Context: an optimization exercise on an open-source flow, tuned for small area. The choices shown serve that exercise and are no tape-out recipe.
Function was checked by simulation only, so behaviour that the tests miss may differ from the original.
Power figures rest on the tool's default switching activity, not on a simulated workload.

==> xenon: inputs <==
## yuv422_to_rgb
module yuv422_to_rgb (
input             pclk               ,
input             presetn            ,
input      [31:0] paddr              ,
input      [31:0] pwdata             ,
output reg [31:0] prdata             ,
input             pwrite             ,
input             psel               ,
input             penable            ,
output            pslverr            ,
output            pready             ,
output reg        irq                ,
output reg [95:0] rgb_out
);
Settings: LEC_CHECK=0, CAP_MARGIN=20, CORE_MARGIN=2, CORE_UTILIZATION=40, CTS_BUF_LIST=sky130_fd_sc_hd__clkbuf_2, SLEW_MARGIN=20, SYNTH_HIERARCHICAL=1; clock period 9.0 ns.
run.sh (not shown) runs the stock make flow with config.mk's settings and CLKGATE_MAP_FILE= SYNTH_SCRIPT=/design/flow/synth_recipe.tcl, a recipe that flattens the netlist after the stock synthesis.
==> garnet (differences from xenon) <==
CTS_BUF_LIST = sky130_fd_sc_hd__clkbuf_4   (was sky130_fd_sc_hd__clkbuf_2)
==> willow (differences from xenon) <==
CTS_BUF_LIST = default   (was sky130_fd_sc_hd__clkbuf_2)
==> impl_metrics.ini <==
[status]
status = finished clean

[critical_path]
crit_fanout = 5
endpoint = rgb_out[39]

[finish]
area_share_clock_buf_inv_pct = 3.63
clock_buffers = 104
seq_area_share_pct = 35.8

[route]
num_vias = 8225

[power]
p_switching_mw = 1.21

[timing]
hold_ws_ns = 0.407

[grt]
grt_pass1_wl_mm = 49.7

[cts]
cts-root-buf = clkbuf_2
Source of the figures above: xenon

==> impl_metrics.ini <==
[critical_path]
endpoint = rgb_out[9]
crit_fanout = 14

[finish]
area_share_clock_buf_inv_pct = 5.46
seq_area_share_pct = 35.1
clock_buffers = 42

[status]
status = finished clean

[grt]
grt_pass1_wl_mm = 49.3

[timing]
fin_crit_ns = 8.90

[power]
clkPwrFrac_pct = 28.0
p_switching_mw = 1.20

[route]
num_vias = 8023

[cts]
cts-root-buf = clkbuf_16
Source of the figures above: willow

==> impl_metrics.ini <==
[finish]
clock_buffers = 106
area_share_clock_buf_inv_pct = 5.45
seq_area_share_pct = 35.2

[synthesis]
synthFlopType = dfrtp_1

[timing]
hold_ws_ns = 0.421

[grt]
grt_pass1_wl_mm = 49.8

[power]
p_switching_mw = 1.21
seq_power_mw = 1.49

[route]
wl_met1_mm = 14.0
num_vias = 8218

[status]
status = finished clean

[cts]
cts-root-buf = clkbuf_4

[critical_path]
endpoint = rgb_out[39]
Source of the figures above: garnet


---

==> inputs of trial 75 <==
Another version of the RTL of yuv422_to_rgb (not shown whole).
clock: 9.0 ns
lec_check: 0
cap_margin: 20
core_margin: 2
core_utilization: 40
slew_margin: 20
synth_hierarchical: 1
standard.sh (not shown) runs the stock make flow with config.mk's settings and CLKGATE_MAP_FILE= SYNTH_SCRIPT=/design/flow/synth_recipe.tcl, a recipe that flattens the netlist after the stock synthesis.
==> flow/flow/run.sh <==
#!/bin/bash
# The standard layout flow (the standard.sh: ORFS with the standard
# synthesis), with two changes to how the layout is made:
#  - the buffers that placement puts on every input and output port are made
#    from the smallest buffer cell (buf_1) instead of clkdlybuf4s50_1;
#  - clock tree synthesis uses clkbuf_8 buffers on sink clusters of at most
#    12 flip-flops within 60 um, and no dummy loads.
# standard.sh's output goes to standard.log; each ORFS step keeps its own
# full log under orfs/logs.
export BUFFER_PORTS_ARGS="-buffer_cell sky130_fd_sc_hd__buf_1"
export CTS_ARGS="-sink_clustering_enable -repair_clock_nets -dont_use_dummy_load -buf_list sky130_fd_sc_hd__clkbuf_8 -sink_clustering_size 16 -sink_clustering_max_diameter 60"
bash standard.sh > standard.log 2>&1
==> trial 27: changes against trial 75 <==
--- a/flow/flow/run.sh
+++ b/flow/flow/run.sh
@@ -8,5 +8,5 @@
 # standard.sh's output goes to standard.log; each ORFS step keeps its own
 # full log under orfs/logs.
 export BUFFER_PORTS_ARGS="-buffer_cell sky130_fd_sc_hd__buf_1"
-export CTS_ARGS="-sink_clustering_enable -repair_clock_nets -dont_use_dummy_load -buf_list sky130_fd_sc_hd__clkbuf_8 -sink_clustering_size 16 -sink_clustering_max_diameter 60"
+export CTS_ARGS="-sink_clustering_enable -repair_clock_nets -dont_use_dummy_load -buf_list sky130_fd_sc_hd__clkbuf_8 -sink_clustering_size 12 -sink_clustering_max_diameter 60"
 bash standard.sh > standard.log 2>&1
- CORE_UTILIZATION: 40 -> 55
- PLACE_DENSITY: not set -> 0.7
==> notes <==
- Against trial 27, the global-route usage of trial 75 is lower by 5.4 points.
- Of trial 27 and trial 75, trial 75 has the higher clock skew (gap 17 ps).
- Between trial 75 and trial 27, the lower clock-buffer cell count is in trial 75 (gap 1).
- In trial 75 the setup slack is higher than in trial 27, by 120 ps.
- Of trial 75 and trial 27, trial 27 has the higher sequential share of layout area (gap 0.35 points).
==> figures <==
metric	trial 27	trial 75
Result of the run	finished clean	finished clean
Post-Place Setup Slack	208 ps	246 ps
Design Area, Final	14200 sq um	14300 sq um
Taps Inserted	319	442
Critical-path cell with the highest stage delay	sky130_fd_sc_hd__nor2b_2	sky130_fd_sc_hd__fa_1
Layout non-clock buf frac	5.61%	5.41%
Worst reg2reg path depth	22	23
Register fraction of the total cell area	43.2%	42.8%
Post-route worst hold slack	430 ps	417 ps
Die span in x	159 um	186 um
Highest clock frequency the design can meet	118 MHz	119 MHz
Number of nets in the layout	1319	1315

---

==> wip/harbor <==
yuv422_to_rgb, a different RTL version from the one above (not shown whole).
==> module yuv422_to_rgb, before the edit <==
module yuv422_to_rgb (
input             pclk               ,
input             presetn            ,
input      [31:0] paddr              ,
input      [31:0] pwdata             ,
output reg [31:0] prdata             ,
input             pwrite             ,
input             psel               ,
input             penable            ,
output            pslverr            ,
output            pready             ,
output reg        irq                ,
output reg [95:0] rgb_out
);
wire wr_setup  = psel & ~penable &  pwrite;
wire rd_setup  = psel & ~penable & ~pwrite;
wire wr_access = psel &  penable &  pwrite;
reg        cnt_writes;
reg        loaded;      
reg        conv1;       
reg        conv2;       
reg        wr0, wr1;    
reg [31:0] yuv_mem [0:1];
reg [47:0] pix01;       
wire idle = ~loaded & ~conv1 & ~conv2;
assign pready  = 1'b1;
assign pslverr = 1'b0;
always @(posedge pclk or negedge presetn)
	if (~presetn) begin
		cnt_writes <= 1'b0;
		loaded     <= 1'b0;
		conv1      <= 1'b0;
		conv2      <= 1'b0;
		irq        <= 1'b0;
		wr0        <= 1'b0;
		wr1        <= 1'b0;
	end else begin
		if (wr_access) cnt_writes <= ~cnt_writes;
		conv1  <= wr_access & cnt_writes & ~conv1;
		conv2  <= conv1 & ~conv2;
		irq    <= conv2 & ~irq;
		loaded <= loaded ? ~(wr_access & cnt_writes) : (wr_setup & ~conv1 & ~conv2);
		wr0    <= wr_setup & (paddr[7:0] == 8'h10);
		wr1    <= wr_setup & (paddr[7:0] == 8'h14);
	end
always @(posedge pclk or negedge presetn)
	if (~presetn) begin
		yuv_mem[0] <= 32'd0;
		yuv_mem[1] <= 32'd0;
	end else begin
		if (wr0) yuv_mem[0] <= pwdata;
		if (wr1) yuv_mem[1] <= pwdata;
	end
wire [31:0] cin = conv2 ? yuv_mem[1] : yuv_mem[0];
wire [26:0] terms;
wire [47:0] pix;
yuv_terms chroma (.U(cin[15:8]), .V(cin[31:24]), .t(terms));
yuv_to_rgb conv (.y0(cin[7:0]), .y1(cin[23:16]), .t(terms), .rgb(pix));
always @(posedge pclk)
	pix01 <= pix;
always @(posedge pclk or negedge presetn)
	if (~presetn) rgb_out <= 96'd0; else
	if (conv2)    rgb_out <= {pix01, pix};
reg [23:0] rd_pix;
always @(*)
	case (paddr[3:2])
		2'd0: rd_pix = rgb_out[95:72];
		2'd1: rd_pix = rgb_out[71:48];
		2'd2: rd_pix = rgb_out[47:24];
		default: rd_pix = rgb_out[23:0];
	endcase
always @(posedge pclk or negedge presetn)
	if (~presetn) prdata <= 32'd0; else
	if (rd_setup)
		case (paddr[7:0])
			8'h20: prdata <= {32{idle}};
			8'h30, 8'h34, 8'h38, 8'h3c: prdata <= {rd_pix, 8'd0};
		endcase
endmodule
Settings: LEC_CHECK=0, CAP_MARGIN=20, CORE_MARGIN=2, CORE_UTILIZATION=40, SLEW_MARGIN=20, SYNTH_HIERARCHICAL=1; clock period 9.0 ns.
==> flow/flow/run.sh <==
#!/bin/bash
export BUFFER_PORTS_ARGS="-buffer_cell sky130_fd_sc_hd__buf_1"
export CTS_ARGS="-sink_clustering_enable -repair_clock_nets -dont_use_dummy_load -buf_list sky130_fd_sc_hd__clkbuf_4"
bash standard.sh > standard.log 2>&1
==> wip/umber: changes against wip/harbor <==
--- a/flow/design.v
+++ b/flow/design.v
@@ -518,7 +518,8 @@
 reg        conv1;       
 reg        conv2;       
 reg        wr0, wr1;    
-reg [31:0] yuv_mem [0:1];
+reg [31:0] yuv_mem [0:1];   
+reg        written0, written1;   
 reg [47:0] pix01;       
 wire idle = ~loaded & ~conv1 & ~conv2;
 assign pready  = 1'b1;
@@ -543,13 +544,19 @@
 	end
 always @(posedge pclk or negedge presetn)
 	if (~presetn) begin
-		yuv_mem[0] <= 32'd0;
-		yuv_mem[1] <= 32'd0;
+		written0 <= 1'b0;
+		written1 <= 1'b0;
 	end else begin
-		if (wr0) yuv_mem[0] <= pwdata;
-		if (wr1) yuv_mem[1] <= pwdata;
+		if (wr0) written0 <= 1'b1;
+		if (wr1) written1 <= 1'b1;
 	end
-wire [31:0] cin = conv2 ? yuv_mem[1] : yuv_mem[0];
+always @(posedge pclk) begin
+	if (wr0) yuv_mem[0] <= pwdata;
+	if (wr1) yuv_mem[1] <= pwdata;
+end
+wire sel1 = conv2 & written1;
+wire sel0 = ~conv2 & written0;
+wire [31:0] cin = ({32{sel1}} & yuv_mem[1]) | ({32{sel0}} & yuv_mem[0]);
 wire [26:0] terms;
 wire [47:0] pix;
 yuv_terms chroma (.U(cin[15:8]), .V(cin[31:24]), .t(terms));
==> flow/flow/run.sh (replaced) <==
#!/bin/bash
# The standard layout flow (the standard.sh: ORFS with the standard
# synthesis), with two changes to how the layout is made:
#  - the buffers that placement puts on every input and output port are made
#    from the smallest buffer cell (buf_1) instead of clkdlybuf4s50_1;
#  - clock tree synthesis uses clkbuf_8 buffers on sink clusters of at most
#    12 flip-flops within 60 um, and no dummy loads.
# standard.sh's output goes to standard.log; each ORFS step keeps its own
# full log under orfs/logs.
export BUFFER_PORTS_ARGS="-buffer_cell sky130_fd_sc_hd__buf_1"
export CTS_ARGS="-sink_clustering_enable -repair_clock_nets -dont_use_dummy_load -buf_list sky130_fd_sc_hd__clkbuf_8 -sink_clustering_size 12 -sink_clustering_max_diameter 60"
bash standard.sh > standard.log 2>&1
==> wip/onyx: changes against wip/harbor <==
==> flow/flow/run.sh (replaced) <==
#!/bin/bash
export BUFFER_PORTS_ARGS="-buffer_cell sky130_fd_sc_hd__buf_1"
export CTS_ARGS="-sink_clustering_enable -repair_clock_nets -dont_use_dummy_load -buf_list sky130_fd_sc_hd__clkbuf_4 -sink_clustering_size 10 -sink_clustering_max_diameter 50"
bash standard.sh > standard.log 2>&1
==> wip/zinc: changes against wip/harbor <==
==> flow/flow/run.sh (replaced) <==
#!/bin/bash
# The standard layout flow (the standard.sh), with the port buffers that
# placement inserts made from the smallest buffer cell. standard.sh's output
# goes to standard.log; each ORFS step keeps its own log under orfs/logs.
export BUFFER_PORTS_ARGS="-buffer_cell sky130_fd_sc_hd__buf_1"
bash standard.sh > standard.log 2>&1
CTS_BUF_LIST = sky130_fd_sc_hd__clkbuf_2 sky130_fd_sc_hd__clkbuf_4   (was unset)
==> summary.txt <==
The highest utilization belongs to wip/zinc, the lowest to wip/onyx. Hold slack, highest first: wip/onyx, wip/zinc, wip/harbor, wip/umber. The lowest via count belongs to wip/umber, the highest to wip/zinc. Of wip/umber and wip/onyx, wip/umber has the higher non-clock buffer count (gap 4). Between wip/harbor and wip/onyx, the lower final cell count is in wip/onyx (gap 1.9%, measured against wip/onyx). Of wip/onyx and wip/umber, wip/umber has the higher sequential power (gap about 3%, measured against wip/umber).
==> figures <==
| metric | wip/umber | wip/harbor | wip/onyx | wip/zinc |
|---|---|---|---|---|
| Status | no timing/DRC/antenna violations | no timing/DRC/antenna violations | no timing/DRC/antenna violations | no timing/DRC/antenna violations |
| Share of final-layout standard cells stronger than drive strength 1 | 17.0% | 26.5% | 24.5% | 29.2% |
| Worst Path Required | 9.46 ns | 9.59 ns | 9.59 ns | 9.61 ns |
| Most common cell after layout, fill and taps aside | sky130_fd_sc_hd__buf_1 | sky130_fd_sc_hd__mux2_2 | sky130_fd_sc_hd__mux2_2 | sky130_fd_sc_hd__mux2_2 |
| Horiz. Die Dim | 186 um | 189 um | 189 um | 189 um |
| Maximum clock rate | 0.119 GHz | 0.126 GHz | 0.125 GHz | 0.125 GHz |
| Area enclosed by the die boundary | 34600 um2 | 35600 um2 | 35600 um2 | 35600 um2 |
| Non-Filler Instances | 1533 | 1628 | 1598 | 1682 |
| NonClk Buf Share | 5.40% | 5.05% | 5.13% | 4.92% |
| Vias per std cell | 5.05 | 5.07 | 5.09 | 4.96 |
| Net switching share of the total power | 32.6% | 34.1% | 35.1% | 32.8% |
| Number of buffers and inverters on the critical path | 3 | 2 | 2 | 2 |
| Power density over the cells | 203 nW/um2 | 204 nW/um2 | 195 nW/um2 | 219 nW/um2 |

---

==> branch maple: inputs <==
Starting RTL as in the previous note.
export LEC_CHECK = 0
export CAP_MARGIN = 20
export CORE_MARGIN = 2
export CORE_UTILIZATION = 40
export SLEW_MARGIN = 20
export SYNTH_HIERARCHICAL = 1
create_clock -name core_clock -period 9.0 [get_ports {pclk}]
==> flow/flow/run.sh <==
#!/bin/bash
export BUFFER_PORTS_ARGS="-buffer_cell sky130_fd_sc_hd__buf_1"
export CTS_ARGS="-sink_clustering_enable -repair_clock_nets -dont_use_dummy_load -buf_list sky130_fd_sc_hd__clkbuf_8 -sink_clustering_size 12 -sink_clustering_max_diameter 60"
bash standard.sh > standard.log 2>&1
==> inputs of branch indigo, as changes to branch maple <==
--- a/flow/design.v
+++ b/flow/design.v
@@ -520,3 +520,4 @@
 reg        wr0, wr1;    
-reg [31:0] yuv_mem [0:1];
+reg [31:0] yuv_mem [0:1];   
+reg        written0, written1;   
 reg [47:0] pix01;       
@@ -545,9 +546,15 @@
 	if (~presetn) begin
-		yuv_mem[0] <= 32'd0;
-		yuv_mem[1] <= 32'd0;
+		written0 <= 1'b0;
+		written1 <= 1'b0;
 	end else begin
-		if (wr0) yuv_mem[0] <= pwdata;
-		if (wr1) yuv_mem[1] <= pwdata;
+		if (wr0) written0 <= 1'b1;
+		if (wr1) written1 <= 1'b1;
 	end
-wire [31:0] cin = conv2 ? yuv_mem[1] : yuv_mem[0];
+always @(posedge pclk) begin
+	if (wr0) yuv_mem[0] <= pwdata;
+	if (wr1) yuv_mem[1] <= pwdata;
+end
+wire sel1 = conv2 & written1;
+wire sel0 = ~conv2 & written0;
+wire [31:0] cin = ({32{sel1}} & yuv_mem[1]) | ({32{sel0}} & yuv_mem[0]);
 wire [26:0] terms;
==> flow/flow/run.sh (replaced) <==
#!/bin/bash
# The standard layout flow (the standard.sh: ORFS with the standard
# synthesis), with two changes to how the layout is made:
#  - the buffers that placement puts on every input and output port are made
#    from the smallest buffer cell (buf_1) instead of clkdlybuf4s50_1;
#  - clock tree synthesis uses clkbuf_8 buffers on sink clusters of at most
#    16 flip-flops within 60 um, and no dummy loads.
# standard.sh's output goes to standard.log; each ORFS step keeps its own
# full log under orfs/logs.
export BUFFER_PORTS_ARGS="-buffer_cell sky130_fd_sc_hd__buf_1"
export CTS_ARGS="-sink_clustering_enable -repair_clock_nets -dont_use_dummy_load -buf_list sky130_fd_sc_hd__clkbuf_8 -sink_clustering_size 16 -sink_clustering_max_diameter 60"
bash standard.sh > standard.log 2>&1
==> inputs of branch pepper, as changes to branch maple <==
==> flow/flow/run.sh (replaced) <==
#!/bin/bash
# The standard layout flow (the standard.sh), with the port buffers that
# placement inserts made from the smallest buffer cell. standard.sh's output
# goes to standard.log; each ORFS step keeps its own log under orfs/logs.
export BUFFER_PORTS_ARGS="-buffer_cell sky130_fd_sc_hd__buf_1"
bash standard.sh > standard.log 2>&1
Settings changed: CTS_BUF_LIST set to sky130_fd_sc_hd__clkbuf_4.
==> inputs of branch violet, as changes to branch maple <==
--- a/flow/design.v
+++ b/flow/design.v
@@ -520,3 +520,4 @@
 reg        wr0, wr1;    
-reg [31:0] yuv_mem [0:1];
+reg [31:0] yuv_mem [0:1];   
+reg        written0, written1;   
 reg [47:0] pix01;       
@@ -545,9 +546,15 @@
 	if (~presetn) begin
-		yuv_mem[0] <= 32'd0;
-		yuv_mem[1] <= 32'd0;
+		written0 <= 1'b0;
+		written1 <= 1'b0;
 	end else begin
-		if (wr0) yuv_mem[0] <= pwdata;
-		if (wr1) yuv_mem[1] <= pwdata;
+		if (wr0) written0 <= 1'b1;
+		if (wr1) written1 <= 1'b1;
 	end
-wire [31:0] cin = conv2 ? yuv_mem[1] : yuv_mem[0];
+always @(posedge pclk) begin
+	if (wr0) yuv_mem[0] <= pwdata;
+	if (wr1) yuv_mem[1] <= pwdata;
+end
+wire sel1 = conv2 & written1;
+wire sel0 = ~conv2 & written0;
+wire [31:0] cin = ({32{sel1}} & yuv_mem[1]) | ({32{sel0}} & yuv_mem[0]);
 wire [26:0] terms;
==> flow/flow/run.sh (replaced) <==
#!/bin/bash
# The standard layout flow (the standard.sh: ORFS with the standard
# synthesis), with two changes to how the layout is made:
#  - the buffers that placement puts on every input and output port are made
#    from the smallest buffer cell (buf_1) instead of clkdlybuf4s50_1;
#  - clock tree synthesis uses clkbuf_8 buffers on sink clusters of at most
#    12 flip-flops within 60 um, and no dummy loads.
# standard.sh's output goes to standard.log; each ORFS step keeps its own
# full log under orfs/logs.
export BUFFER_PORTS_ARGS="-buffer_cell sky130_fd_sc_hd__buf_1"
export CTS_ARGS="-sink_clustering_enable -repair_clock_nets -dont_use_dummy_load -buf_list sky130_fd_sc_hd__clkbuf_16 -sink_clustering_size 40 -sink_clustering_max_diameter 80"
bash standard.sh > standard.log 2>&1
==> qor summary <==
quantity	branch maple	branch violet	branch indigo	branch pepper
EDFF count, synth	0	64	64	0
Least-Margin Pin Slew	1.06 ns	0.939 ns	0.945 ns	1.07 ns
Number of clock buffers inserted by TritonCTS	24	13	24	61
Total power draw	0.00293 W	0.00289 W	0.00288 W	0.00334 W
Clock Power	0.000577 W	0.000583 W	0.000573 W	0.000986 W
Via count of the first global-routing pass	8296	7703	7828	8639
Outcome	no timing/DRC/antenna violations	no timing/DRC/antenna violations	no timing/DRC/antenna violations	no timing/DRC/antenna violations
Count of clock buffers in the final design	24	13	24	106
Non-clock buffer share of cell area	5.10%	5.41%	5.41%	4.92%
Mux share of post-synthesis cell area	19.8%	12.4%	12.4%	19.8%
Most common library cell in the layout ignoring fill and taps	sky130_fd_sc_hd__mux2_2	sky130_fd_sc_hd__buf_1	sky130_fd_sc_hd__buf_1	sky130_fd_sc_hd__mux2_2
Worst-case reg-to-reg path depth	20	23	23	20
Buf/Inv on CP	2	3	3	2
Area of the mapped netlist	0.0136 sq mm	0.0132 sq mm	0.0132 sq mm	0.0136 sq mm
Overall routing resource usage	17.0%	16.7%	16.8%	17.5%
Worst-case hold slack	0.431 ns	0.442 ns	0.417 ns	0.432 ns
Area of the multi-input gates	0.00695 sq mm	0.00619 sq mm	0.00619 sq mm	0.00695 sq mm
Global-route met2 utilization	28.4%	26.1%	26.2%	28.5%
Worst voltage drop across the vdd grid	0.101 mV	0.119 mV	0.124 mV	0.0914 mV
DP Wirelength	22.9 mm	21.9 mm	21.9 mm	22.9 mm
Synth Area in Compound Gates	3.89%	6.13%	6.13%	3.89%
P_seq	0.00140 W	0.00144 W	0.00144 W	0.00140 W
Number of well-tap cells placed	448	442	442	448
Core Rows	67	66	66	67

what the ideal ports hide:
No port has a modelled driver above. Below, the same layouts with a new extraction and two added sets of constraints.
Step 1 assumes that a clkbuf_16 drives the clock port and a buf_2 every other input.
Step 2 adds t to the input delays and takes it off the output delays; t is the mean of the earliest and latest rising clock arrival at the registers after step 1. Input paths then give back, and output paths get back, about the clock's delay inside the block.
Three values: no drivers, after step 1, after step 2; two values: the first two.
run	t, ns	slack for setup (ns)	hold WS [ns]	worst setup path after step 2	clock arrival spread, ns
xenon	0.830	0.113 / 0.113 / 0.113	0.407 / 0.407 / 0.407	register to register	0.115 / 0.114
garnet	0.663	0.117 / 0.117 / 0.117	0.421 / 0.421 / 0.421	register to register	0.052 / 0.053
willow	0.575	0.098 / 0.098 / 0.098	0.422 / 0.422 / 0.422	register to register	0.013 / 0.013
trial 75	0.571	0.612 / 0.612 / 0.612	0.417 / 0.417 / 0.417	register to register	0.084 / 0.083
trial 27	0.572	0.493 / 0.493 / 0.493	0.430 / 0.430 / 0.430	register to register	0.064 / 0.063
wip/harbor	0.710	1.059 / 1.059 / 1.059	0.431 / 0.431 / 0.431	register to register	0.082 / 0.081
wip/umber	0.578	0.590 / 0.590 / 0.590	0.422 / 0.422 / 0.422	register to register	0.070 / 0.071
wip/onyx	0.731	0.980 / 0.980 / 0.980	0.435 / 0.435 / 0.435	register to register	0.089 / 0.089
wip/zinc	0.744	1.011 / 1.011 / 1.011	0.432 / 0.432 / 0.432	register to register	0.062 / 0.062
branch maple	0.583	1.013 / 1.013 / 1.013	0.431 / 0.431 / 0.431	register to register	0.031 / 0.031
branch indigo	0.571	0.612 / 0.612 / 0.612	0.417 / 0.417 / 0.417	register to register	0.084 / 0.083
branch pepper	0.744	1.011 / 1.011 / 1.011	0.432 / 0.432 / 0.432	register to register	0.062 / 0.062
branch violet	0.520	0.529 / 0.529 / 0.529	0.442 / 0.442 / 0.442	register to register	0.034 / 0.035
After both steps setup and hold are still met in every run listed.
